Background: an optimization exercise with open tools, aiming at small area, a short achievable clock period and few clock cycles. Do not read the settings as production practice.
At most, simulation tests tie the RTL to the original design; equivalence was not proved.

## lagoon
// projeto
module projeto(
    input ck,
    input inicio,
    input rst,
    input [15:0] X,
    input [15:0] A,
    input [15:0] B,
    input [15:0] C,
    output pronto,
    output overflow,
    output [15:0] resultado
);
    reg busy, pr, ov;
    reg [15:0] qa, qb;
    reg [2:0] ql;        
    wire [16:0] v = qa + qb;
    wire [15:0] m = busy ? v[15:0] : A;
    wire [15:0] k = busy ? C : B;
    wire [15:0] ra, rb;
    wire po;
    wire [2:0] pl;
    mac u(.m(m), .x(X), .k(k), .ra(ra), .rb(rb), .po(po), .pl(pl));
    always @(posedge ck) begin
        qa <= ra;
        qb <= rb;
        ql <= pl;
        ov <= po | (busy & (ov | v[16] | (|ql)));
        if (rst) begin
            busy <= 1'b0;
            pr   <= 1'b0;
        end else begin
            busy <= ~busy & inicio;
            pr   <= busy;
        end
    end
    assign pronto = pr;
    assign resultado = v[15:0];
    assign overflow = ov | v[16] | (|ql);
endmodule
Settings: LEC_CHECK=0, CAP_MARGIN=20, CORE_MARGIN=2, CORE_UTILIZATION=40, SLEW_MARGIN=20; clock period 9.5 ns.
standard.sh (not shown) runs the stock make flow with config.mk's settings and CLKGATE_MAP_FILE= SYNTH_SCRIPT=/design/flow/synth_recipe.tcl, a recipe that flattens the netlist after the stock synthesis.
==> flow/flow/run.sh <==
#!/bin/bash
# Standard ORFS layout with two changes: Yosys's early "abc -fast" is skipped so the
# explicit adder tree in the RTL maps straight onto full-adder cells, and port buffers
# use the smallest buffer.
set -euo pipefail
export SYNTH_ARGS="-noabc"
export BUFFER_PORTS_ARGS="-buffer_cell sky130_fd_sc_hd__buf_1"
bash standard.sh > standard.log 2>&1
lagoon finished end to end and its layout was clean on timing, DRC and antenna.
The inputs of onyx differ from those of lagoon as listed below.
diff --git a/flow/design.v b/flow/design.v
--- a/flow/design.v
+++ b/flow/design.v
@@ -1,15 +1,16 @@
 module mac(
     input [15:0] m,
     input [15:0] x,
     input [15:0] k,
     output [15:0] ra,
     output [15:0] rb,
+    output hi,
     output po,
-    output [2:0] pl
+    output [3:0] pl
 );
     wire pp_0_0 = m[0] & x[0];
     wire pp_0_1 = m[0] & x[1];
     wire pp_0_2 = m[0] & x[2];
     wire pp_0_3 = m[0] & x[3];
     wire pp_0_4 = m[0] & x[4];
     wire pp_0_5 = m[0] & x[5];
@@ -381,50 +382,52 @@
     wire c236 = (s229 & s231) | (s229 & c204) | (s231 & c204);
     wire s237 = c206 ^ s233 ^ s235;
     wire c238 = (c206 & s233) | (c206 & s235) | (s233 & s235);
     wire s239 = c208 ^ c210 ^ s237;
     wire c240 = (c208 & c210) | (c208 & s237) | (c210 & s237);
     assign ra = {s239, s209, s181, s155, s131, s109, s89, s71, s55, s41, s29, s19, s11, s5, s1, k[0]};
     assign rb = {1'b0, c182, 1'b0, c132, 1'b0, 1'b0, c72, 1'b0, 1'b0, c30, 1'b0, 1'b0, 1'b0, 1'b0, 1'b0, pp_0_0};
-    wire hi = (m[1] & (|x[15:15])) | (m[2] & (|x[15:14])) | (m[3] & (|x[15:13])) | (m[4] & (|x[15:12])) | (m[5] & (|x[15:11])) | (m[6] & (|x[15:10])) | (m[7] & (|x[15:9])) | (m[8] & (|x[15:8])) | (m[9] & (|x[15:7])) | (m[10] & (|x[15:6])) | (m[11] & (|x[15:5])) | (m[12] & (|x[15:4])) | (m[13] & (|x[15:3])) | (m[14] & (|x[15:2])) | (m[15] & (|x[15:1]));
-    assign po = hi | c212 | c214 | c216 | c218 | c220 | c222 | c224 | c226 | c228 | c230 | c232 | c234;
-    assign pl = {c236, c238, c240};
+    assign hi = (m[1] & (|x[15:15])) | (m[2] & (|x[15:14])) | (m[3] & (|x[15:13])) | (m[4] & (|x[15:12])) | (m[5] & (|x[15:11])) | (m[6] & (|x[15:10])) | (m[7] & (|x[15:9])) | (m[8] & (|x[15:8])) | (m[9] & (|x[15:7])) | (m[10] & (|x[15:6])) | (m[11] & (|x[15:5])) | (m[12] & (|x[15:4])) | (m[13] & (|x[15:3])) | (m[14] & (|x[15:2])) | (m[15] & (|x[15:1]));
+    assign po = c212 | c214 | c216 | c218 | c220 | c222 | c224 | c226 | c228;
+    assign pl = {c230 | c232, c234 | c236, c238, c240};
 endmodule
 module projeto(
     input ck,
     input inicio,
     input rst,
     input [15:0] X,
     input [15:0] A,
     input [15:0] B,
     input [15:0] C,
     output pronto,
     output overflow,
     output [15:0] resultado
 );
-    reg busy, pr, ov;
+    reg busy, pr, ov, qh;
     reg [15:0] qa, qb;
-    reg [2:0] ql;        
+    reg [3:0] ql;
     wire [16:0] v = qa + qb;
+    wire vo = ov | qh | (|ql) | v[16];
     wire [15:0] m = busy ? v[15:0] : A;
     wire [15:0] k = busy ? C : B;
     wire [15:0] ra, rb;
-    wire po;
-    wire [2:0] pl;
-    mac u(.m(m), .x(X), .k(k), .ra(ra), .rb(rb), .po(po), .pl(pl));
+    wire [3:0] pl;
+    wire hi, po;
+    mac u(.m(m), .x(X), .k(k), .ra(ra), .rb(rb), .hi(hi), .po(po), .pl(pl));
     always @(posedge ck) begin
         qa <= ra;
         qb <= rb;
+        qh <= hi;
         ql <= pl;
-        ov <= po | (busy & (ov | v[16] | (|ql)));
+        ov <= po | (busy & vo);
         if (rst) begin
             busy <= 1'b0;
             pr   <= 1'b0;
         end else begin
             busy <= ~busy & inicio;
             pr   <= busy;
         end
     end
     assign pronto = pr;
     assign resultado = v[15:0];
-    assign overflow = ov | v[16] | (|ql);
+    assign overflow = vo;
 endmodule
==> comparison <==
- onyx completed; timing, DRC and antenna clean
- Ff count | onyx vs lagoon | onyx higher
- lagoon → onyx: clock-buffer cell count shows an increase of 3, die area has remained practically unchanged.
- Lower worst hold slack goes to onyx over lagoon.
- Logic depth of the worst register-to-register path sits lower in onyx than in lagoon.
- Post-synthesis cell area: lagoon vs onyx — no meaningful difference
- lagoon → onyx: area growth from synthesis to layout shows an increase of 2.1 points; maximum vdd drop shows an increase of 26%; final worst-path setup slack shows an increase of 0.40 ns; critical path depth shows a reduction of 4.
Testbench counts of onyx, summed over its fixed seeds: cycles 4,800.
Function not checked in lagoon: the RTL went through the layout flow alone.

[static timing again, ports no longer ideal]
How much do the figures lean on ideal ports? The routed layouts below were timed once more, with nothing changed but the port constraints. Step 1 (the two cells are an assumption about what drives the block):
set clk [get_ports {ck}]
set_driving_cell -lib_cell sky130_fd_sc_hd__clkbuf_16 $clk
set_driving_cell -lib_cell sky130_fd_sc_hd__buf_2 [delete_from_list [all_inputs] $clk]
Step 2, shift: input delay + t, output delay - t, t = (earliest + latest rising clock arrival at the registers) / 2. This alone moves slack from input paths to output paths. Slacks: ideal / step 1 / step 2; pairs: ideal / step 1.
run | shift t [ns] | slack for setup (ns) | hold WS [ns] | worst setup path after step 2 | worst register clock-pin slew, ns
lagoon | 0.289 | 3.081 / 3.090 / 2.801 | 0.890 / 0.890 / 0.890 | input to register | 0.07 / 0.07
onyx | 0.315 | 3.479 / 3.493 / 3.178 | 0.577 / 0.577 / 0.577 | input to register | 0.05 / 0.05
After both steps every run listed still meets setup and hold. The setup slack of onyx, which loses most, moves by +0.014 ns with the drivers and by -0.301 ns with both steps.
